This is an optimization exercise on Yosys and OpenROAD, whose aim is small area, not a production implementation.
RTL that was checked went through simulation tests only; none was proved equivalent to the original.
No functional check of the RTL was part of runs 5 and 6.
Power is estimated from default activity; no workload was simulated.

===== flow/config.mk =====
export PLATFORM = sky130hd
export DESIGN_NAME = Top
export DESIGN_NICKNAME = Top
export VERILOG_FILES = /design/flow/design.v
export SDC_FILE = /design/flow/constraint.sdc
export NUM_CORES = 4
export LEC_CHECK = 0
export CAP_MARGIN = 20
export CORE_MARGIN = 2
export CORE_UTILIZATION = 40
export SLEW_MARGIN = 20

===== flow/constraint.sdc =====
create_clock -name core_clock -period 10.0 [get_ports {clk}]
set_input_delay 2.0000 -clock core_clock [delete_from_list [all_inputs] [get_ports {clk}]]
set_output_delay 2.0000 -clock core_clock [all_outputs]
set_load 0.01 [all_outputs]

===== flow/design.v =====
`default_nettype none
module debouncer(
    input  wire i_clk,
    input  wire i_rst,
    input  wire i_in,
    output wire o_rise
);
    reg q_in, r_in, r_last, different, o_deb;
    reg [2:0] timer;
    wire ztimer = (timer == 3'd0);
    always @(posedge i_clk)
        if (i_rst) begin
            q_in <= 1'b0;
            r_in <= 1'b0;
            r_last <= 1'b0;
            different <= 1'b0;
            o_deb <= 1'b0;
            timer <= 3'd0;
        end else begin
            q_in <= i_in;
            r_in <= q_in;
            r_last <= r_in;
            timer <= ztimer ? {3{different}} : timer - 3'd1;
            different <= (different & ~ztimer) | (r_in ^ o_deb);
            if (ztimer)
                o_deb <= r_last;
        end
    assign o_rise = o_deb & (timer == 3'd7) & ~(different ^ r_last);
endmodule
`default_nettype wire
`default_nettype wire
module Clock_Generator (
    input  clk,
    input  rst,
    input  btnU,
    input  btnC,
    input  btnD,
    output reg tick,
    output reg reset
);
    wire eU, eC, eD;
    debouncer dU (.i_clk(clk), .i_rst(rst), .i_in(btnU), .o_rise(eU));
    debouncer dC (.i_clk(clk), .i_rst(rst), .i_in(btnC), .o_rise(eC));
    debouncer dD (.i_clk(clk), .i_rst(rst), .i_in(btnD), .o_rise(eD));
    reg pause;
    reg [1:0] i;
    reg [2:0] counter;
    reg slow_clk;
    wire pause_n = pause ^ eC;
    reg  ge;
    always @(*) begin
        case (i)
            2'd0: ge = (counter == 3'd7);
            2'd1: ge = (counter >= 3'd3);
            2'd2: ge = (counter != 3'd0);
            default: ge = 1'b1;
        endcase
    end
    wire toggle = ~pause_n & ge;
    always @(posedge clk) begin
        if (rst) begin
            pause <= 1'b0;
            i <= 2'd0;
            counter <= 3'd0;
            slow_clk <= 1'b0;
            tick <= 1'b0;
            reset <= 1'b0;
        end else begin
            pause <= pause_n;
            if (eD)
                i <= 2'd0;
            else if (~pause_n & eU)
                i <= i + 2'd1;
            if (eD | toggle)
                counter <= 3'd0;
            else if (~pause_n)
                counter <= counter + 3'd1;
            if (toggle)
                slow_clk <= ~slow_clk;
            tick <= toggle & ~slow_clk;
            reset <= eD;
        end
    end
endmodule
module Counter(
    input clk,
    input rst,
    input tick,
    input reset,
    output [31:0] data
);
    reg [3:0] a0, a1, b2, b4, b6, b7;
    reg [2:0] b3, b5;
    wire c0 = tick;
    wire c1 = c0 & (a0 == 4'd9);
    wire c2 = c1 & (a1 == 4'd9);
    wire c3 = c2 & (b2 == 4'd9);
    wire c4 = c3 & (b3 == 3'd5);
    wire c5 = c4 & (b4 == 4'd9);
    wire c6 = c5 & (b5 == 3'd5);
    wire c7 = c6 & (b6 == 4'd9);
    always @(posedge clk) begin
        if (rst | reset) begin
            a0 <= 4'd0; a1 <= 4'd0; b2 <= 4'd0; b3 <= 3'd0;
            b4 <= 4'd0; b5 <= 3'd0; b6 <= 4'd0; b7 <= 4'd0;
        end else begin
            if (c0) a0 <= (a0 == 4'd9) ? 4'd0 : a0 + 4'd1;
            if (c1) a1 <= (a1 == 4'd9) ? 4'd0 : a1 + 4'd1;
            if (c2) b2 <= (b2 == 4'd9) ? 4'd0 : b2 + 4'd1;
            if (c3) b3 <= (b3 == 3'd5) ? 3'd0 : b3 + 3'd1;
            if (c4) b4 <= (b4 == 4'd9) ? 4'd0 : b4 + 4'd1;
            if (c5) b5 <= (b5 == 3'd5) ? 3'd0 : b5 + 3'd1;
            if (c6) b6 <= (b6 == 4'd9) ? 4'd0 : b6 + 4'd1;
            if (c7) b7 <= (b7 == 4'd9) ? 4'd0 : b7 + 4'd1;
        end
    end
    assign data = {b7, b6, 1'b0, b5, b4, 1'b0, b3, b2, a1, a0};
endmodule
`default_nettype wire
module Seven_Seg(
    input clk,
    input rst,
    input [31:0] data,
    output [7:0] anode,
    output dp,
    output reg [6:0] cathode
);
    reg [6:0] lfsr;
    reg       step;    
    reg [2:0] idx;     
    reg       valid;   
    wire wrap = (lfsr == 7'd22);    
    always @(posedge clk) begin
        if (rst) begin
            lfsr <= 7'd0;
            step <= 1'b0;
            idx <= 3'd7;
            valid <= 1'b0;
        end else begin
            lfsr <= wrap ? 7'd0 : {lfsr[5:0], ~(lfsr[6] ^ lfsr[5])};
            step <= wrap;
            if (step) begin
                idx <= idx + 3'd1;
                valid <= 1'b1;
            end
        end
    end
    wire [7:0] sel = valid ? (8'd1 << idx) : 8'd0;
    assign anode = ~sel;
    assign dp = ~(sel[2] | sel[4] | sel[6]);
    wire [3:0] d = ({4{sel[0]}} & data[3:0])   | ({4{sel[1]}} & data[7:4])
                 | ({4{sel[2]}} & data[11:8])  | ({4{sel[3]}} & data[15:12])
                 | ({4{sel[4]}} & data[19:16]) | ({4{sel[5]}} & data[23:20])
                 | ({4{sel[6]}} & data[27:24]) | ({4{sel[7]}} & data[31:28]);
    always @(*) begin
        case (d)
            4'h0: cathode = 7'b1000000;
            4'h1: cathode = 7'b1111001;
            4'h2: cathode = 7'b0100100;
            4'h3: cathode = 7'b0110000;
            4'h4: cathode = 7'b0011001;
            4'h5: cathode = 7'b0010010;
            4'h6: cathode = 7'b0000010;
            4'h7: cathode = 7'b1111000;
            4'h8: cathode = 7'b0000000;
            4'h9: cathode = 7'b0010000;
            4'hA: cathode = 7'b0100100;
            4'hB: cathode = 7'b0110000;
            4'hC: cathode = 7'b0011001;
            4'hD: cathode = 7'b0010010;
            4'hE: cathode = 7'b0000010;
            default: cathode = 7'b1111000;
        endcase
    end
endmodule
`default_nettype wire
`timescale 1ns / 1ps
module Top(
    input clk,
    input rst,
    input btnU,
    input btnC,
    input btnD,
    output dp,
    output [7:0] SevenSegAn,
    output [6:0] SevenSegCat
);
    wire tick, reset;
    Clock_Generator Clock_Generator_inst(.clk(clk), .rst(rst), .btnU(btnU), .btnC(btnC), .btnD(btnD), .tick(tick), .reset(reset));
    wire [31:0] data;
    Counter Counter_inst(.clk(clk), .rst(rst), .tick(tick), .reset(reset), .data(data));
    Seven_Seg Seven_Seg_inst(.clk(clk), .rst(rst), .data(data), .anode(SevenSegAn), .dp(dp), .cathode(SevenSegCat));
endmodule

===== flow/flow/run.sh =====
#!/bin/bash
# Own layout flow: the standard synthesis, then an area re-mapping of its
# combinational logic (registers untouched: same instances, names and cell
# types), then the standard layout steps with small port buffers and a clock
# tree without dummy loads. Each tool writes its own log in this folder.
set -euo pipefail
W=$(pwd)
F=$W/flow
R=$W/orfs/results/$FLOW_PLATFORM/Top/base
YOSYS=${YOSYS_EXE:-$(command -v yosys || echo /OpenROAD-flow-scripts/tools/install/yosys/bin/yosys)}
LIB=$FLOW_HOME/platforms/sky130hd/lib/sky130_fd_sc_hd__tt_025C_1v80.lib

bash standard.sh synth > $W/standard_synth.log 2>&1
cp $R/1_2_yosys.v $W/standard_synth_netlist.v

# Several re-mappings with different seeds; keep the smallest.
pids=()
for s in $(cat $F/seeds.txt); do
  sed "s/@SEED@/$s/" $F/abc.script > $W/abc_$s.script
  REMAP_LIB=$LIB REMAP_IN=$W/standard_synth_netlist.v REMAP_OUT=$W/remapped_$s.v \
  REMAP_ABC=$W/abc_$s.script $YOSYS -c $F/remap.tcl > $W/remap_$s.log 2>&1 &
  pids+=($!)
done
for p in "${pids[@]}"; do wait $p || true; done
nff=$(grep -c 'sky130_fd_sc_hd__dfxtp_1 ' $W/standard_synth_netlist.v)
best=""; bestA=""
for s in $(cat $F/seeds.txt); do
  [[ -f $W/remapped_$s.v ]] || continue
  grep -q "ERROR" $W/remap_$s.log && continue
  [[ $(grep -c 'sky130_fd_sc_hd__dfxtp_1 ' $W/remapped_$s.v) == $nff ]] || continue
  a=$(grep "Chip area for module" $W/remap_$s.log | tail -1 | awk '{print $NF}')
  # a mapping that lost its logic is not a candidate
  awk -v a=$a -v n=$nff 'BEGIN{exit !(a > n*20.02*1.3)}' || continue
  if [[ -z $best ]] || awk -v a=$a -v b=$bestA 'BEGIN{exit !(a < b)}'; then best=$s; bestA=$a; fi
done
echo "remap: seed $best area $bestA" > $W/remap_choice.log
if [[ -n $best ]]; then
  cp $W/remapped_$best.v $R/1_2_yosys.v
  rm -f $R/1_synth.odb
fi

export BUFFER_PORTS_ARGS="-buffer_cell sky130_fd_sc_hd__buf_1"
export CTS_ARGS="$(cat $F/cts_args.txt)"
bash standard.sh > $W/standard_layout.log 2>&1

===== flow/flow/abc.script =====
strash
&get -n
&deepsyn -T 40 -S @SEED@
&put
dch -f
&get -n
&nf -a -R 1000
&put
topo

===== flow/flow/cts_args.txt =====
-sink_clustering_enable -repair_clock_nets -dont_use_dummy_load -buf_list sky130_fd_sc_hd__clkbuf_4 -root_buf sky130_fd_sc_hd__clkbuf_4 -tree_buf sky130_fd_sc_hd__clkbuf_4 -sink_clustering_size 10 -sink_clustering_max_diameter 40

===== flow/flow/remap.tcl =====
# Re-map the combinational logic of the standard synthesis netlist for area.
# The flip-flops stay as they are: same instances, names and cell types.
set lib $::env(REMAP_LIB)
yosys read_liberty -ignore_miss_func $lib
yosys blackbox sky130_fd_sc_hd__dfxtp_1
yosys read_verilog $::env(REMAP_IN)
yosys hierarchy -top $::env(FLOW_TOP)
yosys flatten
yosys opt_clean -purge
yosys abc -liberty $lib -dont_use *lpflow* -dont_use *probe* -script $::env(REMAP_ABC)
yosys opt_clean -purge
yosys hilomap -singleton -hicell sky130_fd_sc_hd__conb_1 HI -locell sky130_fd_sc_hd__conb_1 LO
yosys splitnets
yosys opt_clean -purge
yosys stat -liberty $lib
yosys write_verilog -noattr -nohex -nodec $::env(REMAP_OUT)

===== flow/flow/seeds.txt =====
1 2 3 4

===== flow/standard.sh =====
#!/bin/bash
# synth_recipe.tcl (not shown) runs the flow's synth.tcl, then flattens the netlist and writes it again
# the make line also repeats each setting of config.mk as NAME=value (left out here)
make -C /OpenROAD-flow-scripts/flow DESIGN_CONFIG=/design/flow/config.mk WORK_HOME=/design/flow/orfs CLKGATE_MAP_FILE= SYNTH_SCRIPT=/design/flow/synth_recipe.tcl "${@:-finish}"

==> summary.txt, run 1 <==
- Status: no timing/DRC/antenna violations
- Setup TNS: 0 ns
- CP max stage delay: 0.62 ns
- Largest net degree at the start of global routing: 42
- Num rows: 31
- CTS tree: done
- Met2 WL: 2431 um
- WP data required: 8.00 ns
- Num CTS Buffers: 9
- Post-DRT Antenna Nets: 0
- Max Cap Viol: 0
- Final cell count without fillers: 471
- Initial Util: 41.16%
- Via count: 2347
- Sequential power share: 66.0%
- DRT met1 WL: 2851 um
- Worst rel slew slack: 40.03%
- Final Hold Fails: 0
- Unrepaired setup endpoints after global routing: false
- Starting DRT DRC Count: 121
- CP max-delay cell: dfxtp_1
- Max layer used: met4
- Dpl cell area: 0.003176 mm^2
- Setup bufs post-CTS: 0
- Clk sinks: 75
- P&R area growth vs syn: 9.229%
- Buffers and inverters on the worst path: 1
- DR WL met3: 254 um
- Port Buffers: 20
- Period utilization: 47.70%
- Arr. time, crit path: 2.77 ns
- Syn. warnings: 4
- Crit-path leading delay family: simple AND/OR/NAND/NOR gates
- Skew-Pair Late Insertion Delay: 0.41 ns
- Worst Setup End Kind: output pin
- Post-Syn Area per Cell: 8.682 um^2
- Initial antenna violation count: 0
- Worst vdd ir: 0.1196 mV
- Fraction of layout cells with a size suffix above 1: 2.688%
- Detailed-route wire length: 5595 um
- Max FO, Critical Path: 13
- H-tree levels: 3
- Wire per inst: 11.88 um
- Switching Share: 24.47%
- Hold WC Path Type: register to register
- Worst hold margin: 0.4466 ns
- Vias/cell: 4.983
- DPL Wire Length: 3996 um
- Max Fclk: 0.2097 GHz
- Most used cells in the layout excluding fill and tap cells: dfxtp_1 (75), nor2_1 (49), nor3_1 (32)
- CTS Hold Bufs: 0
- Clk root buf: clkbuf_4
- Most common cell after layout, fill and taps aside: dfxtp_1
- Post-route minimum period: 4.770 ns
- LEAKAGE: 1.182 nW
- Power density cells: 151.9 mW/mm^2
- Die ar.: 0.008128 mm^2
- Comb pwr share: 7.8%
- Number of global-route vias before repair: 2045
- Post-cts sizing count: 0
- Net switching power figure: 0.0001206 W
- Final Power: 0.0004927 W
- Die height: 90.16 um
- Power share of the clock group: 26.2%
- Internal Power: 0.0003722 W
- Clock buffer depth: 2
- Worst-margin pin slew: 0.8996 ns
- Detailed-router iteration count before antenna repair: 4
- First-pass GRT wire length: 9418 um
- Post-Syn Nets: 347
- CP startpoint kind: register
- IO Pins: 21
- CP cell instances: nand2b_1 -> nor2_1 -> a32oi_1 -> nand4_1 -> or2_0 -> nand2_1 -> and3_1 -> nor2b_1 -> buf_1
- Die width: 90.16 um
- Clock transition at the registers of the reported paths: 0.12 ns
- Setup Viol. Count Final: 0
- Gr ovfl total: 0
- Core region area: 0.007214 mm^2
- GRT Total Usage: 14.36%
- Crit path kind: register to output pin
- Final Wtd Congestion: 0.8379
- Final #Nets: 379
- Max Transition Viols Final: 0
- Layout Skew: 0.03553 ns
- Cell count after synthesis: 342
- Cell area after synthesis: 0.002969 mm^2
- DRC Markers: 0
- Placed instance count: 462
- Final Cell Area: 0.003243 mm^2
- ANT cells: 0
-- metrics by stage --
step | util [%] | setup WS (ns)
CTS | 44.95 | 5.221
detailed placement | 44.02 | 5.315
global route | 44.95 | 4.692
finish | 44.95 | 5.230
global placement | 44.02 | 5.541
floorplan | - | 5.852
-- power by group through the flow --
stage	logic [W]	clock network [W]	registers, W
2_1_floorplan	0.0000310	0	0.000329
3_3_place_gp	0.0000382	0	0.000332
3_5_place_dp	0.0000388	0	0.000332
4_1_cts	0.0000391	0.000138	0.000325
5_1_grt	0.0000437	0.000151	0.000327
6_report	0.0000384	0.000129	0.000325
-- cell type report --
type                       count  area (um^2)
fill                         734         3971
sequential                    75         1501
multi-input combinational    261         1445
tap                           99        123.9
timing repair buffer          21        82.58
clock buffer                   9        67.56
inverter                       6        22.52
-- state kept, by name, summed over array words and instances, names as in the netlist, 4 cells and up --
register             flops
Counter_inst.a1          4
Counter_inst.b2          4
Counter_inst.b6          4
Seven_Seg_inst.lfsr      7
Counter_inst.b7          4
Counter_inst.a0          4
Counter_inst.b4          4
-- path summary, 6_finish.rpt --
path              cells after the start                           end                         start  slack, ns
setup reg to reg                     22            Counter_inst.b7[1]            Counter_inst.a0[0]       5.24
setup / recovery                      9                SevenSegCat[0]         Seven_Seg_inst.idx[0]       5.23
hold / removal                        1  Clock_Generator_inst.dD.r_in  Clock_Generator_inst.dD.q_in       0.45
hold reg to reg                       1  Clock_Generator_inst.dD.r_in  Clock_Generator_inst.dD.q_in       0.45
-- metal layers --
metal  vias to the layer above  track usage [%]
met5                         -                0
met4                         0            4.231
met3                         7            5.616
met2                        35            22.68
met1                      1041            18.21
li1                       1264                -
==> run 2, diff against run 1 <==
--- a/flow/design.v
+++ b/flow/design.v
@@ -7,7 +7,10 @@
 );
     reg q_in, r_in, r_last, different, o_deb;
     reg [2:0] timer;
-    wire ztimer = (timer == 3'd0);
+    wire ztimer = (timer == 3'b000);
+    wire first  = (timer == 3'b001);
+    wire fb     = ztimer ? different
+                : ((~timer[2] & timer[0]) | (timer[2] & timer[1] & ~timer[0]));
     always @(posedge i_clk)
         if (i_rst) begin
             q_in <= 1'b0;
@@ -15,17 +18,17 @@
             r_last <= 1'b0;
             different <= 1'b0;
             o_deb <= 1'b0;
-            timer <= 3'd0;
+            timer <= 3'b000;
         end else begin
             q_in <= i_in;
             r_in <= q_in;
             r_last <= r_in;
-            timer <= ztimer ? {3{different}} : timer - 3'd1;
+            timer <= {timer[1:0], fb};
             different <= (different & ~ztimer) | (r_in ^ o_deb);
             if (ztimer)
                 o_deb <= r_last;
         end
-    assign o_rise = o_deb & (timer == 3'd7) & ~(different ^ r_last);
+    assign o_rise = o_deb & first & ~(different ^ r_last);
 endmodule
 `default_nettype wire
 `default_nettype wire
@@ -129,7 +132,7 @@
     reg       step;    
     reg [2:0] idx;     
     reg       valid;   
-    wire wrap = (lfsr == 7'd22);    
+    wire wrap = lfsr[6] & (lfsr[3:0] == 4'd0);    
     always @(posedge clk) begin
         if (rst) begin
             lfsr <= 7'd0;
@@ -137,7 +140,7 @@
             idx <= 3'd7;
             valid <= 1'b0;
         end else begin
-            lfsr <= wrap ? 7'd0 : {lfsr[5:0], ~(lfsr[6] ^ lfsr[5])};
+            lfsr <= wrap ? 7'd0 : {lfsr[5:0], ~(lfsr[6] ^ lfsr[3])};
             step <= wrap;
             if (step) begin
                 idx <= idx + 3'd1;
--- a/flow/flow/run.sh
+++ b/flow/flow/run.sh
@@ -20,8 +20,12 @@
   REMAP_LIB=$LIB REMAP_IN=$W/standard_synth_netlist.v REMAP_OUT=$W/remapped_$s.v \
   REMAP_ABC=$W/abc_$s.script $YOSYS -c $F/remap.tcl > $W/remap_$s.log 2>&1 &
   pids+=($!)
+  if (( ${#pids[@]} >= 4 )); then
+    for p in "${pids[@]}"; do wait $p || true; done
+    pids=()
+  fi
 done
-for p in "${pids[@]}"; do wait $p || true; done
+for p in "${pids[@]+"${pids[@]}"}"; do wait $p || true; done
 nff=$(grep -c 'sky130_fd_sc_hd__dfxtp_1 ' $W/standard_synth_netlist.v)
 best=""; bestA=""
 for s in $(cat $F/seeds.txt); do
==> flow/flow/abc.script (replaced) <==
strash
&get -n
&deepsyn -T 15 -S @SEED@
&put
dch -f
&get -n
&nf -a -R 1000
&put
topo
==> flow/flow/seeds.txt (replaced) <==
1 2 3 4 5 6 7 8 9 10 11 12
==> summary.txt, run 2 <==
- CTS tree: done
- Period utilization: 48.86% (+1.2 points)
- Layout Skew: 0.03884 ns (+0.003305 ns)
- IO Pins: 21 (unchanged)
- Die ar.: 0.008082 mm^2 (-0.56%)
- P&R area growth vs syn: 9.580%
- DPL Wire Length: 3827 um (-4.2%)
- Cell count after synthesis: 329 (-3.8%)
- Number of global-route vias before repair: 2114 (+3.4%)
- WP data required: 8.00 ns (about the same)
- Post-Syn Area per Cell: 8.971 um^2 (+3.3%)
- H-tree levels: 3 (unchanged)
- Worst-margin pin slew: 0.7786 ns (-0.1210 ns)
- Most common cell after layout, fill and taps aside: dfxtp_1
- Net switching power figure: 0.0001009 W (-16%)
- GRT Total Usage: 14.64% (+0.28 points)
- Switching Share: 22.11% (-2.4 points)
- Clock buffer depth: 2 (unchanged)
- Power density cells: 141.1 mW/mm^2 (-7.2%)
- Port Buffers: 20 (unchanged)
- Post-cts sizing count: 0 (unchanged)
- Worst vdd ir: 0.1054 mV (-12%)
- CP max-delay cell: nor2_1
- Max Fclk: 0.2047 GHz (-2.4%)
- Wire per inst: 12.19 um (+2.6%)
- Max reg flops: 7 (unchanged)
- DRC Markers: 0 (unchanged)
- Setup TNS: 0 ns (unchanged)
- Worst rel slew slack: 47.99% (+8.0 points)
- Via count: 2337 (-0.43%)
- Status: no timing/DRC/antenna violations
- Worst Setup End Kind: output pin
- Comb pwr share: 4.0% (-3.8 points)
- Clock transition at the registers of the reported paths: 0.09 ns (-0.03 ns)
- Clk sinks: 75 (unchanged)
- Crit-path leading delay family: simple AND/OR/NAND/NOR gates
- Num rows: 31 (unchanged)
- Gr ovfl total: 0 (unchanged)
- Starting DRT DRC Count: 109 (-9.9%)
- Sequential power share: 67.8% (+1.8 points)
- Detailed-route wire length: 5593 um (about the same)
- Clk root buf: clkbuf_4
- Initial Util: 40.91% (-0.24 points)
- Initial antenna violation count: 0 (unchanged)
- Skew-Pair Late Insertion Delay: 0.42 ns (about the same)
- LEAKAGE: 1.108 nW (-6.2%)
- Arr. time, crit path: 2.89 ns (+0.12 ns)
- PnR worst setup slack: 5.114 ns (-0.1165 ns)
- Num CTS Buffers: 9 (unchanged)
- Largest net degree at the start of global routing: 43 (+2.4%)
- Setup Viol. Count Final: 0 (unchanged)
- CTS Hold Bufs: 0 (unchanged)
- Max Cap Viol: 0 (unchanged)
- Die height: 89.90 um (-0.28%)
- Finished Core Util: 44.83% (-0.12 points)
- Most flops, register: Seven_Seg_inst.lfsr
- Setup bufs post-CTS: 0 (unchanged)
- Post-Syn Nets: 334 (-3.7%)
- Internal Power: 0.0003554 W (-4.5%)
- Worst hold margin: 0.4322 ns (-0.01436 ns)
- Vias/cell: 5.092 (+2.2%)
- Max FO, Critical Path: 9 (-4)
- Die width: 89.90 um (-0.28%)
- Unrepaired setup endpoints after global routing: false
- CP cell instances: clkinv_1 -> nor2_1 -> a222oi_1 -> nand2_1 -> nand3_1 -> nor2_1 -> a21oi_1 -> a21oi_1 -> o21a_1 -> and2_0 -> buf_1
- First-pass GRT wire length: 9570 um (+1.6%)
- Syn. warnings: 4 (unchanged)
- Cell area after synthesis: 0.002952 mm^2 (-0.59%)
- Buffers and inverters on the worst path: 2 (+1)
- Crit path kind: register to output pin
- ANT cells: 0 (unchanged)
- Most used cells in the layout excluding fill and tap cells: dfxtp_1 (75), nor2_1 (43), nor2b_1 (28), nand2_1 (28), nor3_1 (22)
- Final Hold Fails: 0 (unchanged)
- CP max stage delay: 0.55 ns (-0.07 ns)
- Power share of the clock group: 28.2% (+2.0 points)
- Fraction of layout cells with a size suffix above 1: 3.333% (+0.65 points)
- Pre-CTS WS: 5.421 ns (+0.1065 ns)
- Hold WC Path Type: register to register
- Max Transition Viols Final: 0 (unchanged)
- CP startpoint kind: register
- Post-route minimum period: 4.886 ns (+0.1165 ns)
- Post-DRT Antenna Nets: 0 (unchanged)
- Final Wtd Congestion: 0.7611 (-9.2%)
- Detailed-router iteration count before antenna repair: 5 (+1)
- Core region area: 0.007214 mm^2 (unchanged)
- Final #Nets: 367 (-3.2%)
- Final Power: 0.0004563 W (-7.4%)
## run 2: final timing paths
| kind | from | to | slack (ns) | cells past startpoint |
|---|---|---|---|---|
| min reg2reg | Clock_Generator_inst.slow_clk | Clock_Generator_inst.tick | 0.43 | 1 |
| max reg2reg | Counter_inst.a0[0] | Counter_inst.b7[1] | 5.40 | 20 |
| min | Clock_Generator_inst.slow_clk | Clock_Generator_inst.tick | 0.43 | 1 |
| max | Seven_Seg_inst.idx[0] | SevenSegCat[0] | 5.11 | 11 |
## run 2: power by group through the flow
stage,registers (W),clock network [W],logic [W]
2_1_floorplan,0.000315,0,0.0000131
3_3_place_gp,0.000316,0,0.0000184
3_5_place_dp,0.000316,0,0.0000187
4_1_cts,0.000309,0.000136,0.0000188
5_1_grt,0.000310,0.000145,0.0000211
6_report,0.000309,0.000129,0.0000184
## run 2: metal layers
layer / vias to the layer above / global-route usage [%] / share of wire (%)
met1: 1047 / 19.40 / 50
met4: 0 / 5.897 / 1.6
li1: 1228 / - / -
met5: - / 0 / 0
met2: 53 / 22.35 / 44
met3: 9 / 4.526 / 5.1
## run 2: final cells by class
class,count,area [um^2]
Fill cell,715,3980
Multi-Input combinational cell,250,1435
Tap cell,99,123.9
Sequential cell,75,1501
Inverter,4,15.01
Timing Repair Buffer,22,91.34
Clock buffer,9,67.56
## run 2: per-stage QoR
step	instance area, um^2	std cells
2_1_floorplan	2952	329
5_1_grt	3234	459
3_3_place_gp	3167	450
3_5_place_dp	3167	450
6_report	3234	459
4_1_cts	3234	459
==> run 3, diff against run 2 <==
--- a/flow/design.v
+++ b/flow/design.v
@@ -94,27 +94,38 @@
 );
     reg [3:0] a0, a1, b2, b4, b6, b7;
     reg [2:0] b3, b5;
+    function [3:0] inc10(input [3:0] d, input c);
+        inc10 = d ^ {c & ((d[3] & d[0]) | (d[2] & d[1] & d[0])),
+                     c & d[1] & d[0],
+                     c & d[0] & ~d[3],
+                     c};
+    endfunction
+    function [2:0] inc6(input [2:0] d, input c);
+        inc6 = d ^ {c & d[0] & (d[2] | d[1]),
+                    c & d[0] & ~d[2],
+                    c};
+    endfunction
     wire c0 = tick;
-    wire c1 = c0 & (a0 == 4'd9);
-    wire c2 = c1 & (a1 == 4'd9);
-    wire c3 = c2 & (b2 == 4'd9);
-    wire c4 = c3 & (b3 == 3'd5);
-    wire c5 = c4 & (b4 == 4'd9);
-    wire c6 = c5 & (b5 == 3'd5);
-    wire c7 = c6 & (b6 == 4'd9);
+    wire c1 = c0 & a0[3] & a0[0];
+    wire c2 = c1 & a1[3] & a1[0];
+    wire c3 = c2 & b2[3] & b2[0];
+    wire c4 = c3 & b3[2] & b3[0];
+    wire c5 = c4 & b4[3] & b4[0];
+    wire c6 = c5 & b5[2] & b5[0];
+    wire c7 = c6 & b6[3] & b6[0];
     always @(posedge clk) begin
         if (rst | reset) begin
             a0 <= 4'd0; a1 <= 4'd0; b2 <= 4'd0; b3 <= 3'd0;
             b4 <= 4'd0; b5 <= 3'd0; b6 <= 4'd0; b7 <= 4'd0;
         end else begin
-            if (c0) a0 <= (a0 == 4'd9) ? 4'd0 : a0 + 4'd1;
-            if (c1) a1 <= (a1 == 4'd9) ? 4'd0 : a1 + 4'd1;
-            if (c2) b2 <= (b2 == 4'd9) ? 4'd0 : b2 + 4'd1;
-            if (c3) b3 <= (b3 == 3'd5) ? 3'd0 : b3 + 3'd1;
-            if (c4) b4 <= (b4 == 4'd9) ? 4'd0 : b4 + 4'd1;
-            if (c5) b5 <= (b5 == 3'd5) ? 3'd0 : b5 + 3'd1;
-            if (c6) b6 <= (b6 == 4'd9) ? 4'd0 : b6 + 4'd1;
-            if (c7) b7 <= (b7 == 4'd9) ? 4'd0 : b7 + 4'd1;
+            a0 <= inc10(a0, c0);
+            a1 <= inc10(a1, c1);
+            b2 <= inc10(b2, c2);
+            b3 <= inc6(b3, c3);
+            b4 <= inc10(b4, c4);
+            b5 <= inc6(b5, c5);
+            b6 <= inc10(b6, c6);
+            b7 <= inc10(b7, c7);
         end
     end
     assign data = {b7, b6, 1'b0, b5, b4, 1'b0, b3, b2, a1, a0};
==> flow/flow/cts_args.txt (replaced) <==
-sink_clustering_enable -repair_clock_nets -dont_use_dummy_load -buf_list sky130_fd_sc_hd__clkbuf_4 -root_buf sky130_fd_sc_hd__clkbuf_4 -tree_buf sky130_fd_sc_hd__clkbuf_4 -sink_clustering_size 6 -sink_clustering_max_diameter 25
==> summary.txt, run 3 <==
- Max reg flops: 7 (unchanged)
- Buffers and inverters on the worst path: 3 (+1)
- Die ar.: 0.007958 mm^2 (-1.5%)
- Most flops, register: Seven_Seg_inst.lfsr
- LEAKAGE: 1.161 nW (+4.8%)
- Setup bufs post-CTS: 0 (unchanged)
- Clock transition at the registers of the reported paths: 0.12 ns (+0.03 ns)
- R2R cell count: 11 (-45%)
- Via count: 2343 (+0.26%)
- CTS tree: done
- Worst vdd ir: 0.09790 mV (-7.1%)
- Detailed-route wire length: 5579 um (-0.25%)
- Arr. time, crit path: 3.07 ns (+0.18 ns)
- CP Depth: 10 (-1)
- Detailed-router iteration count before antenna repair: 5 (unchanged)
- Cell area after synthesis: 0.002904 mm^2 (-1.6%)
- Vias/cell: 5.138 (+0.92%)
- Post-Syn Nets: 332 (-0.60%)
- CP max-delay cell: nor2_1
- IO Pins: 21 (unchanged)
- Final Wtd Congestion: 0.8330 (+9.4%)
- Post-route minimum period: 5.072 ns (+0.1855 ns)
- P&R area growth vs syn: 9.479% (about the same)
- Max Transition Viols Final: 0 (unchanged)
- Num CTS Buffers: 9 (unchanged)
- Fraction of layout cells with a size suffix above 1: 3.081% (-0.25 points)
- Hold WC Path Type: register to register
- CTS Hold Bufs: 0 (unchanged)
- CP cell instances: clkinv_1 -> nor2_1 -> a222oi_1 -> a32oi_1 -> a21oi_1 -> nor2_1 -> clkinv_1 -> o22ai_1 -> and2_0 -> buf_1
- Largest net degree at the start of global routing: 43 (unchanged)
- Max Fclk: 0.1972 GHz (-3.7%)
- Clk sinks: 75 (unchanged)
- DPL Wire Length: 3909 um (+2.1%)
- Num rows: 31 (unchanged)
- Max Cap Viol: 0 (unchanged)
- Worst-margin pin slew: 0.8427 ns (+0.06411 ns)
- CP startpoint kind: register
- Setup TNS: 0 ns (unchanged)
- Final Hold Fails: 0 (unchanged)
- Core region area: 0.007137 mm^2 (-1.1%)
- ANT cells: 0 (unchanged)
- Most used cells in the layout excluding fill and tap cells: dfxtp_1 (75), a21oi_1 (38), nor2_1 (33)
- Power density cells: 143.0 mW/mm^2 (+1.4%)
- GRT Total Usage: 15.19% (+0.55 points)
- Cell count after synthesis: 327 (-0.61%)
- Die height: 89.21 um (-0.77%)
- Post-Syn Area per Cell: 8.881 um^2 (-1.0%)
- Worst rel slew slack: 43.82% (-4.2 points)
- DRC Markers: 0 (unchanged)
- Max FO, Critical Path: 10 (+1)
- First-pass GRT wire length: 9280 um (-3.0%)
- Worst Setup End Kind: output pin
- Most common cell after layout, fill and taps aside: dfxtp_1
- Layout Skew: 0.03987 ns (+0.001032 ns)
- Starting DRT DRC Count: 157 (+44%)
- Unrepaired setup endpoints after global routing: false
- Syn. warnings: 4 (unchanged)
- Number of global-route vias before repair: 1983 (-6.2%)
- Initial Util: 40.69% (-0.22 points)
- Post-DRT Antenna Nets: 0 (unchanged)
- Clock buffer depth: 2 (unchanged)
- Status: no timing/DRC/antenna violations
- WP data required: 8.00 ns (about the same)
- Period utilization: 50.72% (+1.9 points)
- Clk root buf: clkbuf_4
- CP max stage delay: 0.53 ns (-0.02 ns)
- Final #Nets: 364 (-0.82%)
- Wire per inst: 12.23 um (+0.41%)
- Die width: 89.21 um (-0.77%)
- Skew-Pair Late Insertion Delay: 0.41 ns (about the same)
- Port Buffers: 20 (unchanged)
- Setup Viol. Count Final: 0 (unchanged)
- Worst hold margin: 0.4356 ns (+0.003384 ns)
- Crit-path leading delay family: compound AO/OA/AOI/OAI gates
- Hold depth: 1 (unchanged)
- Initial antenna violation count: 0 (unchanged)
- H-tree levels: 3 (unchanged)
- Gr ovfl total: 0 (unchanged)
- Post-cts sizing count: 0 (unchanged)
- Crit path kind: register to output pin
==> run 3: worst paths after layout <==
| check | from | end | slack [ns] |
|---|---|---|---|
| worst min register to register | Seven_Seg_inst.lfsr[4] | Seven_Seg_inst.lfsr[5] | 0.44 |
| worst max register to register | Counter_inst.a0[0] | Counter_inst.b7[1] | 6.94 |
| worst max-delay path | Seven_Seg_inst.idx[0] | SevenSegCat[0] | 4.93 |
| worst min-delay path | Seven_Seg_inst.lfsr[4] | Seven_Seg_inst.lfsr[5] | 0.44 |
==> run 3: worst reg2reg max path: cells and delay by family, from the launching register on <==
| family | cells | cell delay [ns] |
|---|---|---|
| compound gates | 2 | 0.22 |
| flops | 1 | 0.39 |
| simple gates | 9 | 2.33 |
==> run 3: cell type report <==
cell class / count / area, um^2
inverter: 7 / 26.28
clock buffer: 9 / 67.56
timing repair buffer: 21 / 83.83
multi-input combinational: 245 / 1376
sequential: 75 / 1501
tap: 99 / 123.9
fill: 721 / 3958
==> run 3: power by group <==
part / internal (W) / leakage (nW) / switching [W]
Clock: 0.0000419 / 0.0414 / 0.0000866
Sequential: 0.000305 / 0.608 / 0.00000450
Combinational: 0.00000779 / 0.511 / 0.00000929
Total: 0.000354 / 1.16 / 0.000100
==> run 3: layer usage <==
layer / routed length [um] / global-route usage, %
met3: 255 / 6.094
met4: 78 / 4.885
met1: 2814 / 20.72
met2: 2430 / 22.02
met5: 0 / 0
==> run 3: metrics by stage <==
step | instances | instance area, um^2 | utilization [%] | power [W] | setup slack (ns)
final | 456 | 3179 | 44.55 | 0.0004546 | 4.928
after global routing | 456 | 3179 | 44.55 | 0.0004766 | 4.614
after CTS | 456 | 3179 | 44.55 | 0.0004637 | 4.945
after detailed placement | 447 | 3112 | 43.60 | 0.0003331 | 5.383
after global placement | 447 | 3112 | 43.60 | 0.0003327 | 5.542
after floorplan | 327 | 2904 | - | 0.0003268 | 5.582
==> run 4, diff against run 3 <==
==> flow/flow/cts_args.txt (replaced) <==
-sink_clustering_enable -repair_clock_nets -dont_use_dummy_load -buf_list sky130_fd_sc_hd__clkbuf_4 -root_buf sky130_fd_sc_hd__clkbuf_4 -tree_buf sky130_fd_sc_hd__clkbuf_4 -sink_clustering_size 8 -sink_clustering_max_diameter 30
==> summary.txt, run 4 <==
- Period utilization: 50.72% (unchanged)
- Final #Nets: 364 (unchanged)
- Initial Util: 40.69% (unchanged)
- Sequential power share: 68.0% (about the same)
- CTS tree: done
- Most flops, register: Seven_Seg_inst.lfsr
- Hold WC Path Type: register to register
- Number of fill cells: 721 (unchanged)
- Setup TNS: 0 ns (unchanged)
- CP max stage delay: 0.53 ns (about the same)
- Num rows: 31 (unchanged)
- Crit path kind: register to output pin
- CTS Hold Bufs: 0 (unchanged)
- DRC Markers: 0 (unchanged)
- Max FO, Critical Path: 10 (unchanged)
- Status: no timing/DRC/antenna violations
- Initial antenna violation count: 0 (unchanged)
- Detailed-router iteration count before antenna repair: 5 (unchanged)
- Comb pwr share: 3.8% (about the same)
- Largest net degree at the start of global routing: 43 (unchanged)
- Switching Share: 22.08% (unchanged)
- Port Buffers: 20 (unchanged)
- Worst rel slew slack: 43.82% (unchanged)
- Cell area after synthesis: 0.002904 mm^2 (unchanged)
- Arr. time, crit path: 3.07 ns (about the same)
- Worst vdd ir: 0.09790 mV (unchanged)
- Worst Setup End Kind: output pin
- Core region area: 0.007137 mm^2 (unchanged)
- Vias/cell: 5.138 (unchanged)
- Most used cells in the layout excluding fill and tap cells: dfxtp_1 (75), a21oi_1 (38), nor2_1 (33)
- CP max-delay cell: nor2_1
- Max Cap Viol: 0 (unchanged)
- Pre-CTS WS: 5.383 ns (unchanged)
- Setup bufs post-CTS: 0 (unchanged)
- Clk sinks: 75 (unchanged)
- Die width: 89.21 um (unchanged)
- Worst hold margin: 0.4356 ns (unchanged)
- ANT cells: 0 (unchanged)
- Post-cts sizing count: 0 (unchanged)
- Final Wtd Congestion: 0.8330 (unchanged)
- PnR worst setup slack: 4.928 ns (unchanged)
- Cell count after synthesis: 327 (unchanged)
- Num CTS Buffers: 9 (unchanged)
- Buffers and inverters on the worst path: 3 (unchanged)
- Crit-path leading delay family: compound AO/OA/AOI/OAI gates
- CP cell instances: clkinv_1 -> nor2_1 -> a222oi_1 -> a32oi_1 -> a21oi_1 -> nor2_1 -> clkinv_1 -> o22ai_1 -> and2_0 -> buf_1
- H-tree levels: 3 (unchanged)
- Wire per inst: 12.23 um (unchanged)
- Worst-margin pin slew: 0.8427 ns (unchanged)
- Detailed-route wire length: 5579 um (unchanged)
- Die ar.: 0.007958 mm^2 (unchanged)
- Starting DRT DRC Count: 157 (unchanged)
- Die height: 89.21 um (unchanged)
- Clock transition at the registers of the reported paths: 0.12 ns (about the same)
- Area of the multi-input gates: 0.001376 mm^2 (unchanged)
- Power density cells: 143.0 mW/mm^2 (unchanged)
- Syn. warnings: 4 (unchanged)
- Number of global-route vias before repair: 1983 (unchanged)
- Via count: 2343 (unchanged)
- Post-Syn Area per Cell: 8.881 um^2 (unchanged)
- Power share of the clock group: 28.3% (about the same)
- Gr ovfl total: 0 (unchanged)
- Max Transition Viols Final: 0 (unchanged)
- Internal Power: 0.0003542 W (unchanged)
- Clock buffer depth: 2 (unchanged)
- Storage element area: 0.001501 mm^2 (unchanged)
- LEAKAGE: 1.161 nW (unchanged)
- DPL Wire Length: 3909 um (unchanged)
- Unrepaired setup endpoints after global routing: false
- Post-Syn Nets: 332 (unchanged)
- Most common cell after layout, fill and taps aside: dfxtp_1
- Max reg flops: 7 (unchanged)
- Layout Skew: 0.03987 ns (unchanged)
- Final Hold Fails: 0 (unchanged)
- WP data required: 8.00 ns (about the same)
- Setup Viol. Count Final: 0 (unchanged)
- GRT Total Usage: 15.19% (unchanged)
- CP startpoint kind: register
- P&R area growth vs syn: 9.479% (unchanged)
- Fraction of layout cells with a size suffix above 1: 3.081% (unchanged)
- Skew-Pair Late Insertion Delay: 0.41 ns (about the same)
- First-pass GRT wire length: 9280 um (unchanged)
- Clk root buf: clkbuf_4
- Max Fclk: 0.1972 GHz (unchanged)
- Net switching power figure: 0.0001004 W (unchanged)
- Post-DRT Antenna Nets: 0 (unchanged)
- Post-route minimum period: 5.072 ns (unchanged)
- IO Pins: 21 (unchanged)
run 4: through the flow:
stage	util (%)	cell area (um^2)	instances	power (W)
final	44.55	3179	456	0.0004546
after global routing	44.55	3179	456	0.0004766
after CTS	44.55	3179	456	0.0004637
after detailed placement	43.60	3112	447	0.0003331
after global placement	43.60	3112	447	0.0003327
after floorplan	-	2904	327	0.0003268
run 4: routing by layer:
layer	vias to the layer above	wire (um)	track usage (%)
met3	7	255	6.094
li1	1237	-	-
met4	0	78	4.885
met5	-	0	0
met2	35	2430	22.02
met1	1064	2814	20.72
run 4: path summary, 6_finish.rpt:
path	startpoint	endpoint	slack, ns	cells past startpoint
min	Seven_Seg_inst.lfsr[4]	Seven_Seg_inst.lfsr[5]	0.44	1
max	Seven_Seg_inst.idx[0]	SevenSegCat[0]	4.93	10
min reg2reg	Seven_Seg_inst.lfsr[4]	Seven_Seg_inst.lfsr[5]	0.44	1
max reg2reg	Counter_inst.a0[0]	Counter_inst.b7[1]	6.94	11
run 4: power by group through the flow:
stage / Clock, W / Combinational, W / Sequential, W
floorplan: 0 / 0.0000121 / 0.000315
global placement: 0 / 0.0000170 / 0.000316
detailed placement: 0 / 0.0000173 / 0.000316
CTS: 0.000137 / 0.0000174 / 0.000309
global route: 0.000147 / 0.0000193 / 0.000310
finish: 0.000128 / 0.0000171 / 0.000309
run 4: layout make-up:
class,count,share of cell area [%]
flip-flops and latches,75,47.23
multi-input cells,245,43.29
clock buffers,9,2.125
repair buffers,21,2.637
inverters,7,0.8264
well taps,99,3.896
==> run 5, diff against run 4 <==
--- a/flow/design.v
+++ b/flow/design.v
@@ -148,13 +148,12 @@
         if (rst) begin
             lfsr <= 7'd0;
             step <= 1'b0;
-            idx <= 3'd7;
             valid <= 1'b0;
         end else begin
             lfsr <= wrap ? 7'd0 : {lfsr[5:0], ~(lfsr[6] ^ lfsr[3])};
             step <= wrap;
             if (step) begin
-                idx <= idx + 3'd1;
+                idx <= valid ? idx + 3'd1 : 3'd0;
                 valid <= 1'b1;
             end
         end
==> flow/flow/cts_args.txt (replaced) <==
-sink_clustering_enable -repair_clock_nets -dont_use_dummy_load -buf_list sky130_fd_sc_hd__clkbuf_4 -root_buf sky130_fd_sc_hd__clkbuf_4 -tree_buf sky130_fd_sc_hd__clkbuf_4 -sink_clustering_size 10 -sink_clustering_max_diameter 40
--- a/flow/config.mk
+++ b/flow/config.mk
@@ -7,5 +7,6 @@
 export LEC_CHECK = 0
 export CAP_MARGIN = 20
 export CORE_MARGIN = 2
-export CORE_UTILIZATION = 40
+export CORE_UTILIZATION = 70
+export PLACE_DENSITY = 0.8
 export SLEW_MARGIN = 20
==> summary.txt, run 5 <==
- Status: did not finish
- Fail Step: 1_synth
- Run Error: [ERROR STA-0171] /design/flow/orfs/results/sky130hd/Top/base/1_2_yosys.v line 269, syntax error
- Syn. warnings: 4 (unchanged)
==> run 6, diff against run 5 <==
--- a/flow/config.mk
+++ b/flow/config.mk
@@ -7,6 +7,5 @@
 export LEC_CHECK = 0
 export CAP_MARGIN = 20
 export CORE_MARGIN = 2
-export CORE_UTILIZATION = 70
-export PLACE_DENSITY = 0.8
+export CORE_UTILIZATION = 60
 export SLEW_MARGIN = 20
==> summary.txt, run 6 <==
- Status: did not finish
- Fail Step: 1_synth
- Run Error: [ERROR STA-0171] /design/flow/orfs/results/sky130hd/Top/base/1_2_yosys.v line 269, syntax error
- Syn. warnings: 4 (unchanged)
==> run 7, diff against run 6 <==
--- a/flow/design.v
+++ b/flow/design.v
@@ -148,12 +148,13 @@
         if (rst) begin
             lfsr <= 7'd0;
             step <= 1'b0;
+            idx <= 3'd7;
             valid <= 1'b0;
         end else begin
             lfsr <= wrap ? 7'd0 : {lfsr[5:0], ~(lfsr[6] ^ lfsr[3])};
             step <= wrap;
             if (step) begin
-                idx <= valid ? idx + 3'd1 : 3'd0;
+                idx <= idx + 3'd1;
                 valid <= 1'b1;
             end
         end
--- a/flow/config.mk
+++ b/flow/config.mk
@@ -7,5 +7,5 @@
 export LEC_CHECK = 0
 export CAP_MARGIN = 20
 export CORE_MARGIN = 2
-export CORE_UTILIZATION = 60
+export CORE_UTILIZATION = 40
 export SLEW_MARGIN = 20
==> summary.txt, run 7 <==
- Power density cells: 143.0 mW/mm^2
- Largest net degree at the start of global routing: 43
- CP Depth: 10
- Number of global-route vias before repair: 1983
- Most flops, register: Seven_Seg_inst.lfsr
- Wire per inst: 12.23 um
- Final #Nets: 364
- Switching Share: 22.08%
- Cell area after synthesis: 0.002904 mm^2
- Clock buffer depth: 2
- Via count: 2343
- Worst vdd ir: 0.09790 mV
- DRC Markers: 0
- Post-route minimum period: 5.072 ns
- Max Transition Viols Final: 0
- PnR worst setup slack: 4.928 ns
- Worst rel slew slack: 43.82%
- R2R cell count: 11
- Crit path kind: register to output pin
- Setup Viol. Count Final: 0
- CTS tree: done
- Status: no timing/DRC/antenna violations
- Fraction of layout cells with a size suffix above 1: 3.081%
- Post-DRT Antenna Nets: 0
- GRT Total Usage: 15.19%
- First-pass GRT wire length: 9280 um
- Hold WC Path Type: register to register
- Detailed-route wire length: 5579 um
- Die height: 89.21 um
- Setup bufs post-CTS: 0
- Comb pwr share: 3.8%
- Final Wtd Congestion: 0.8330
- Sequential power share: 68.0%
- Power share of the clock group: 28.3%
- Max FO, Critical Path: 10
- Worst Setup End Kind: output pin
- Num rows: 31
- CP max stage delay: 0.53 ns
- Most used cells in the layout excluding fill and tap cells: dfxtp_1 (75), a21oi_1 (38), nor2_1 (33)
- CP max-delay cell: nor2_1
- Arr. time, crit path: 3.07 ns
- Setup TNS: 0 ns
- Num CTS Buffers: 9
- WP data required: 8.00 ns
- Port Buffers: 20
- Crit-path leading delay family: compound AO/OA/AOI/OAI gates
- Vias/cell: 5.138
- CTS Hold Bufs: 0
- Clk sinks: 75
- Post-Syn Nets: 332
- CP startpoint kind: register
- Cell count after synthesis: 327
- Internal Power: 0.0003542 W
- Clock transition at the registers of the reported paths: 0.12 ns
- Initial Util: 40.69%
- Net switching power figure: 0.0001004 W
- P&R area growth vs syn: 9.479%
- Most common cell after layout, fill and taps aside: dfxtp_1
- Buffers and inverters on the worst path: 3
- Core region area: 0.007137 mm^2
- Max reg flops: 7
- Initial antenna violation count: 0
- Clk root buf: clkbuf_4
- H-tree levels: 3
- Post-Syn Area per Cell: 8.881 um^2
- Final Hold Fails: 0
- Post-cts sizing count: 0
- Gr ovfl total: 0
- CP cell instances: clkinv_1 -> nor2_1 -> a222oi_1 -> a32oi_1 -> a21oi_1 -> nor2_1 -> clkinv_1 -> o22ai_1 -> and2_0 -> buf_1
- IO Pins: 21
- Finished Core Util: 44.55%
- Die ar.: 0.007958 mm^2
- DPL Wire Length: 3909 um
- Max Cap Viol: 0
- Syn. warnings: 4 (unchanged)
- LEAKAGE: 1.161 nW
- Period utilization: 50.72%
- Pre-CTS WS: 5.383 ns
- Unrepaired setup endpoints after global routing: false
- Layout Skew: 0.03987 ns
- Worst-margin pin slew: 0.8427 ns
- Max Fclk: 0.1972 GHz
- Hold depth: 1
- Skew-Pair Late Insertion Delay: 0.41 ns
- Starting DRT DRC Count: 157
- Detailed-router iteration count before antenna repair: 5
- ANT cells: 0
- Die width: 89.21 um
==> run 7: power groups by stage <==
stage	Clock (W)	Sequential (W)	Combinational, W
finish	0.000128	0.000309	0.0000171
global route	0.000147	0.000310	0.0000193
CTS	0.000137	0.000309	0.0000174
detailed placement	0	0.000316	0.0000173
global placement	0	0.000316	0.0000170
floorplan	0	0.000315	0.0000121
==> run 7: area by class of cell <==
| class | count | area (um^2) |
|---|---|---|
| timing repair buffer | 21 | 83.83 |
| inverter | 7 | 26.28 |
| tap | 99 | 123.9 |
| fill | 721 | 3958 |
| multi-input combinational | 245 | 1376 |
| clock buffer | 9 | 67.56 |
| sequential | 75 | 1501 |
==> run 7: final timing paths <==
path / start / endpoint / slack (ns)
worst max register to register: Counter_inst.a0[0] / Counter_inst.b7[1] / 6.94
worst max-delay path: Seven_Seg_inst.idx[0] / SevenSegCat[0] / 4.93
worst min-delay path: Seven_Seg_inst.lfsr[4] / Seven_Seg_inst.lfsr[5] / 0.44
worst min register to register: Seven_Seg_inst.lfsr[4] / Seven_Seg_inst.lfsr[5] / 0.44
==> run 7: per-layer routing <==
layer | up-vias | routed length (um) | global-route usage [%]
li1 | 1237 | - | -
met1 | 1064 | 2814 | 20.72
met2 | 35 | 2430 | 22.02
met3 | 7 | 255 | 6.094
met4 | 0 | 78 | 4.885
met5 | - | 0 | 0
==> run 7: worst reg2reg max path: stages, from the launching register on <==
cell,delay [ns]
dfxtp_1,0.39
and3_1,0.24
and3_1,0.21
and2_0,0.37
and3_1,0.25
and3_1,0.25
and3_1,0.24
and3_1,0.32
and3_1,0.27
nor2b_1,0.18
a21oi_1,0.08
o21a_1,0.14
==> run 7: per-stage QoR <==
| step | hold WS [ns] | total power (W) | instances | instance area (um^2) |
|---|---|---|---|---|
| floorplan | 0.4047 | 0.0003268 | 327 | 2904 |
| global placement | 0.4110 | 0.0003327 | 447 | 3112 |
| global route | 0.4648 | 0.0004766 | 456 | 3179 |
| detailed placement | 0.4278 | 0.0003331 | 447 | 3112 |
| finish | 0.4356 | 0.0004546 | 456 | 3179 |
| CTS | 0.4432 | 0.0004637 | 456 | 3179 |
==> run 8, diff against run 7 <==
--- a/flow/flow/run.sh
+++ b/flow/flow/run.sh
@@ -26,12 +26,12 @@
   fi
 done
 for p in "${pids[@]+"${pids[@]}"}"; do wait $p || true; done
-nff=$(grep -c 'sky130_fd_sc_hd__dfxtp_1 ' $W/standard_synth_netlist.v)
+nff=$(grep -cE 'sky130_fd_sc_hd__[a-z]*df[a-z0-9_]* ' $W/standard_synth_netlist.v)
 best=""; bestA=""
 for s in $(cat $F/seeds.txt); do
   [[ -f $W/remapped_$s.v ]] || continue
   grep -q "ERROR" $W/remap_$s.log && continue
-  [[ $(grep -c 'sky130_fd_sc_hd__dfxtp_1 ' $W/remapped_$s.v) == $nff ]] || continue
+  [[ $(grep -cE 'sky130_fd_sc_hd__[a-z]*df[a-z0-9_]* ' $W/remapped_$s.v) == $nff ]] || continue
   a=$(grep "Chip area for module" $W/remap_$s.log | tail -1 | awk '{print $NF}')
   # a mapping that lost its logic is not a candidate
   awk -v a=$a -v n=$nff 'BEGIN{exit !(a > n*20.02*1.3)}' || continue
--- a/flow/flow/remap.tcl
+++ b/flow/flow/remap.tcl
@@ -2,7 +2,7 @@
 # The flip-flops stay as they are: same instances, names and cell types.
 set lib $::env(REMAP_LIB)
 yosys read_liberty -ignore_miss_func $lib
-yosys blackbox sky130_fd_sc_hd__dfxtp_1
+yosys blackbox sky130_fd_sc_hd__*df* sky130_fd_sc_hd__*dl*
 yosys read_verilog $::env(REMAP_IN)
 yosys hierarchy -top $::env(FLOW_TOP)
 yosys flatten
--- a/flow/config.mk
+++ b/flow/config.mk
@@ -7,5 +7,5 @@
 export LEC_CHECK = 0
 export CAP_MARGIN = 20
 export CORE_MARGIN = 2
-export CORE_UTILIZATION = 40
+export CORE_UTILIZATION = 60
 export SLEW_MARGIN = 20
==> summary.txt, run 8 <==
- Placed instance count: 402 (-10%)
- Die height: 73.57 um (-18%)
- CTS Hold Bufs: 0 (unchanged)
- Number of global-route vias before repair: 1937 (-2.3%)
- Fraction of layout cells with a size suffix above 1: 3.081% (unchanged)
- Internal Power: 0.0003541 W (about the same)
- Switching Share: 21.49% (-0.59 points)
- Worst vdd ir: 0.1134 mV (+16%)
- Sequential power share: 68.5% (+0.5 points)
- Core region area: 0.004692 mm^2 (-34%)
- Hold WC Path Type: register to register
- Post-DRT Antenna Nets: 0 (unchanged)
- Crit path kind: register to output pin
- Comb pwr share: 3.8% (about the same)
- Post-Syn Nets: 332 (unchanged)
- Gr ovfl total: 0 (unchanged)
- Final Hold Fails: 0 (unchanged)
- CP cell instances: clkinv_1 -> nor2_1 -> a222oi_1 -> a32oi_1 -> a21oi_1 -> nor2_1 -> clkinv_1 -> o22ai_1 -> and2_0 -> buf_1
- Max Cap Viol: 0 (unchanged)
- Starting DRT DRC Count: 90 (-43%)
- Most flops, register: Seven_Seg_inst.lfsr
- GRT Total Usage: 20.94% (+5.8 points)
- Wire per inst: 12.85 um (+5.0%)
- CP startpoint kind: register
- Final #Nets: 364 (unchanged)
- Post-Syn Area per Cell: 8.881 um^2 (unchanged)
- Die ar.: 0.005413 mm^2 (-32%)
- Net switching power figure: 0.00009692 W (-3.4%)
- Final Cell Area: 0.003123 mm^2 (-1.8%)
- Dpl cell area: 0.003055 mm^2 (-1.8%)
- Clock buffer depth: 2 (unchanged)
- Setup bufs post-CTS: 0 (unchanged)
- Setup TNS: 0 ns (unchanged)
- Worst-margin pin slew: 0.7829 ns (-0.05976 ns)
- Cell count after synthesis: 327 (unchanged)
- Power density cells: 144.4 mW/mm^2 (+1.0%)
- Clk sinks: 75 (unchanged)
- Die width: 73.57 um (-18%)
- Worst Setup End Kind: output pin
- CP max-delay cell: nor2_1
- Vias/cell: 5.667 (+10%)
- Post-route minimum period: 5.053 ns (-0.01878 ns)
- Buffers and inverters on the worst path: 3 (unchanged)
- Final cell count without fillers: 411 (-9.9%)
- Syn. warnings: 4 (unchanged)
- Initial antenna violation count: 0 (unchanged)
- P&R area growth vs syn: 7.540%
- Number of fill cells: 383 (-47%)
- Clk root buf: clkbuf_4
- Final Wtd Congestion: 0.8488 (+1.9%)
- Power share of the clock group: 27.8% (-0.5 points)
- IO Pins: 21 (unchanged)
- Post-cts sizing count: 0 (unchanged)
- Num rows: 25 (-19%)
- Largest net degree at the start of global routing: 43 (unchanged)
- CP max stage delay: 0.52 ns (about the same)
- H-tree levels: 3 (unchanged)
- Most used cells in the layout excluding fill and tap cells: dfxtp_1 (75), a21oi_1 (38), nor2_1 (33)
- Most common cell after layout, fill and taps aside: dfxtp_1
- Max reg flops: 7 (unchanged)
- Num CTS Buffers: 9 (unchanged)
- Skew-Pair Late Insertion Delay: 0.40 ns (about the same)
- Initial Util: 61.89% (+21 points)
- Clock transition at the registers of the reported paths: 0.10 ns (-0.02 ns)
- Layout Skew: 0.02720 ns (-0.01267 ns)
- Max Fclk: 0.1979 GHz (+0.37%)
- Detailed-route wire length: 5280 um (-5.4%)
- Port Buffers: 20 (unchanged)
- WP data required: 8.00 ns (about the same)
- Period utilization: 50.53% (-0.19 points)
- Setup Viol. Count Final: 0 (unchanged)
- Via count: 2329 (-0.60%)
- Status: no timing/DRC/antenna violations
- Cell area after synthesis: 0.002904 mm^2 (unchanged)
- DPL Wire Length: 3800 um (-2.8%)
- DRC Markers: 0 (unchanged)
- Pre-CTS WS: 5.419 ns (+0.03601 ns)
- Max Transition Viols Final: 0 (unchanged)
- LEAKAGE: 1.161 nW (unchanged)
- Max FO, Critical Path: 10 (unchanged)
- Arr. time, crit path: 3.05 ns (-0.02 ns)
- Unrepaired setup endpoints after global routing: false
- Worst rel slew slack: 47.80% (+4.0 points)
- Detailed-router iteration count before antenna repair: 5 (unchanged)
- CTS tree: done
- Crit-path leading delay family: compound AO/OA/AOI/OAI gates
- PnR worst setup slack: 4.947 ns (+0.01878 ns)
- First-pass GRT wire length: 8631 um (-7.0%)
- ANT cells: 0 (unchanged)
==> run 8: final cells by class <==
cell class | instances | area [um^2] | share of cell area (%)
Sequential cell | 75 | 1501 | 48.08
Multi-Input combinational cell | 245 | 1376 | 44.07
Timing Repair Buffer | 21 | 83.83 | 2.684
Clock buffer | 9 | 67.56 | 2.163
Tap cell | 54 | 67.56 | 2.163
Inverter | 7 | 26.28 | 0.8413
==> run 8: layer usage <==
layer	global-route usage, %	vias up	wire, um
met1	26.90	1048	2577
li1	-	1222	-
met4	11.52	0	119
met2	32.44	47	2386
met5	0	-	0
met3	4.938	12	197
==> run 8: worst paths after layout <==
| kind | startpoint | end | slack (ns) | cells past startpoint |
|---|---|---|---|---|
| max | Seven_Seg_inst.idx[0] | SevenSegCat[0] | 4.95 | 10 |
| min | Seven_Seg_inst.lfsr[4] | Seven_Seg_inst.lfsr[5] | 0.44 | 1 |
| max reg2reg | Counter_inst.a0[3] | Counter_inst.b7[1] | 6.95 | 11 |
| min reg2reg | Seven_Seg_inst.lfsr[4] | Seven_Seg_inst.lfsr[5] | 0.44 | 1 |
==> run 8: through the flow <==
| step | util [%] | total power, W | hold WS (ns) |
|---|---|---|---|
| floorplan | - | 0.0003268 | 0.4047 |
| finish | 66.56 | 0.0004511 | 0.4406 |
| global placement | 65.12 | 0.0003326 | 0.4132 |
| CTS | 66.56 | 0.0004555 | 0.4445 |
| global route | 66.56 | 0.0004710 | 0.4503 |
| detailed placement | 65.12 | 0.0003329 | 0.4196 |
==> run 8: power by group through the flow <==
stage                     sequential (W)  clock (W)  combinational, W
after floorplan                 0.000315          0         0.0000121
after global placement          0.000316          0         0.0000168
after detailed placement        0.000316          0         0.0000171
after CTS                       0.000309   0.000129         0.0000172
after global routing            0.000310   0.000142         0.0000193
final                           0.000309   0.000125         0.0000170
==> run 8: worst register-to-register path: cells and delay by family (launching register included) <==
family / cells / cell delay (ns)
AND/OR/NAND/NOR: 9 / 2.34
flip-flops: 1 / 0.41
AO/OA/AOI/OAI: 2 / 0.20
==> run 9, diff against run 8 <==
--- a/flow/config.mk
+++ b/flow/config.mk
@@ -7,5 +7,6 @@
 export LEC_CHECK = 0
 export CAP_MARGIN = 20
 export CORE_MARGIN = 2
-export CORE_UTILIZATION = 60
+export CORE_UTILIZATION = 70
+export PLACE_DENSITY = 0.8
 export SLEW_MARGIN = 20
==> summary.txt, run 9 <==
- Largest net degree at the start of global routing: 42 (-2.3%)
- IO Pins: 21 (unchanged)
- Setup TNS: 0 ns (unchanged)
- Hold WC Path Type: register to register
- Vias/cell: 5.904 (+4.2%)
- Post-route minimum period: 5.064 ns (+0.01047 ns)
- Initial Util: 72.60% (+11 points)
- P&R area growth vs syn: 7.583% (about the same)
- Status: no timing/DRC/antenna violations
- Dpl cell area: 0.003057 mm^2 (about the same)
- Num CTS Buffers: 9 (unchanged)
- Die width: 68.41 um (-7.0%)
- ANT cells: 0 (unchanged)
- Die height: 68.41 um (-7.0%)
- Post-Syn Area per Cell: 8.881 um^2 (unchanged)
- Post-cts sizing count: 0 (unchanged)
- First-pass GRT wire length: 9397 um (+8.9%)
- Area of the multi-input gates: 0.001376 mm^2 (unchanged)
- Max Transition Viols Final: 0 (unchanged)
- GRT Total Usage: 27.37% (+6.4 points)
- Syn. warnings: 4 (unchanged)
- Clk root buf: clkbuf_4
- Period utilization: 50.64% (+0.10 points)
- CTS tree: done
- Detailed-route wire length: 5670 um (+7.4%)
- Setup bufs post-CTS: 0 (unchanged)
- Final #Nets: 365 (+0.27%)
- Die ar.: 0.004680 mm^2 (-14%)
- WP data required: 8.00 ns (about the same)
- DPL Wire Length: 4017 um (+5.7%)
- Wire per inst: 13.90 um (+8.2%)
- Finished Core Util: 78.10% (+12 points)
- Gr ovfl total: 0 (unchanged)
- Crit path kind: register to output pin
- Most used cells in the layout excluding fill and tap cells: dfxtp_1 (75), a21oi_1 (38), nor2_1 (33)
- Cell count after synthesis: 327 (unchanged)
- Max Fclk: 0.1975 GHz (-0.21%)
- Max Cap Viol: 0 (unchanged)
- CP max-delay cell: nor2_1
- Crit-path leading delay family: compound AO/OA/AOI/OAI gates
- CP startpoint kind: register
- Final Power: 0.0004542 W (+0.70%)
- Storage element area: 0.001501 mm^2 (unchanged)
- CTS Hold Bufs: 0 (unchanged)
- Cell area after synthesis: 0.002904 mm^2 (unchanged)
- Number of global-route vias before repair: 2157 (+11%)
- Port Buffers: 20 (unchanged)
- Number of fill cells: 302 (-21%)
- Worst-margin pin slew: 0.6264 ns (-0.1566 ns)
- Most flops, register: Seven_Seg_inst.lfsr
- Worst vdd ir: 0.1140 mV (+0.57%)
- Worst hold margin: 0.4412 ns (+0.0005710 ns)
- Worst reg2reg setup slack: 6.89 ns (-0.06 ns)
- LEAKAGE: 1.163 nW (+0.16%)
- Setup Viol. Count Final: 0 (unchanged)
- Final Hold Fails: 0 (unchanged)
- Worst Setup End Kind: output pin
- Unrepaired setup endpoints after global routing: false
- Num rows: 23 (-8.0%)
- Core region area: 0.004000 mm^2 (-15%)
- Max FO, Critical Path: 10 (unchanged)
- CP max stage delay: 0.50 ns (-0.02 ns)
- Final Wtd Congestion: 0.8686 (+2.3%)
- Fraction of layout cells with a size suffix above 1: 3.073% (-0.0086 points)
- Most common cell after layout, fill and taps aside: dfxtp_1
- Worst rel slew slack: 58.09% (+10 points)
- Skew-Pair Late Insertion Delay: 0.41 ns (about the same)
- Post-DRT Antenna Nets: 0 (unchanged)
- H-tree levels: 3 (unchanged)
- Post-Syn Nets: 332 (unchanged)
- Clk sinks: 75 (unchanged)
- Buffers and inverters on the worst path: 3 (unchanged)
- Power density cells: 145.4 mW/mm^2 (+0.66%)
- Max reg flops: 7 (unchanged)
- Arr. time, crit path: 3.06 ns (about the same)
- Starting DRT DRC Count: 219 (+140%)
- Via count: 2409 (+3.4%)
- Clock transition at the registers of the reported paths: 0.10 ns (about the same)
- Final Cell Area: 0.003124 mm^2 (about the same)
- Clock buffer depth: 2 (unchanged)
- Detailed-router iteration count before antenna repair: 4 (-1)
- Layout Skew: 0.03455 ns (+0.007346 ns)
- DRC Markers: 0 (unchanged)
- CP cell instances: clkinv_1 -> nor2_1 -> a222oi_1 -> a32oi_1 -> a21oi_1 -> nor2_1 -> clkinv_1 -> o22ai_1 -> and2_0 -> buf_1
- Initial antenna violation count: 0 (unchanged)
## run 9: worst reg2reg max path, stage by stage (launching register included)
cell and delay, ns:
dfxtp_1 0.40, and3_1 0.24, and3_1 0.22, and2_0 0.41, and3_1 0.27, and3_1 0.29
and3_1 0.23, and3_1 0.29, and3_1 0.27, nor2b_1 0.19, a21oi_1 0.08, o21a_1 0.11
## run 9: area by class of cell
cell class / instances / share of cell area [%]
Sequential cell: 75 / 48.06
Timing Repair Buffer: 22 / 2.883
Tap cell: 50 / 2.002
Inverter: 7 / 0.8410
Clock buffer: 9 / 2.163
Multi-Input combinational cell: 245 / 44.05
## run 9: path summary, 6_finish.rpt
path | startpoint | end | depth (start not counted)
worst max-delay path | Seven_Seg_inst.idx[0] | SevenSegCat[0] | 10
worst min-delay path | Seven_Seg_inst.lfsr[4] | Seven_Seg_inst.lfsr[5] | 1
worst max register to register | Counter_inst.a0[3] | Counter_inst.b7[1] | 11
worst min register to register | Seven_Seg_inst.lfsr[4] | Seven_Seg_inst.lfsr[5] | 1
## run 9: per-layer routing
metal | GRT usage, % | vias up | routed length [um]
met2 | 45.31 | 72 | 2701
met4 | 13.50 | 0 | 140
met5 | 0 | - | 0
met1 | 33.06 | 1092 | 2532
li1 | - | 1231 | -
met3 | 6.579 | 14 | 295
## run 9: power breakdown
group / internal [W] / switching, W / leakage [nW]
clock network: 0.0000418 / 0.0000857 / 0.0414
logic: 0.00000799 / 0.00000955 / 0.513
registers: 0.000305 / 0.00000461 / 0.608
total: 0.000354 / 0.0000999 / 1.16
## run 9: per-stage QoR
stage | instances | setup WS (ns)
CTS | 408 | 5.013
floorplan | 327 | 5.582
global route | 408 | 4.673
finish | 408 | 4.936
detailed placement | 399 | 5.464
global placement | 399 | 5.585

==> afterwards: timing with drivers on the ports <==
In the flow no input, the clock included, has a driving cell. The finished layouts below were timed again as built, in two steps.
Step 1 assumes that a clkbuf_16 drives the clock port and a buf_2 every other input.
Step 2 adds t to the input delays and takes it off the output delays; t is the mean of the earliest and latest rising clock arrival at the registers after step 1. Input paths then give back, and output paths get back, about the clock's delay inside the block.
Slacks: ideal ports / drivers / drivers and shift; pairs: ideal ports / drivers.
run	t, ns	slack for setup (ns)	pins driven straight from the clock port
run 1	0.414	5.230 / 5.203 / 5.243	1
run 2	0.424	5.114 / 5.088 / 5.400	1
run 3	0.421	4.928 / 4.900 / 5.321	1
run 4	0.421	4.928 / 4.900 / 5.321	1
run 7	0.421	4.928 / 4.900 / 5.321	1
run 8	0.415	4.947 / 4.922 / 5.337	1
run 9	0.417	4.936 / 4.912 / 5.329	1
After both steps setup and hold are still met in every run listed.
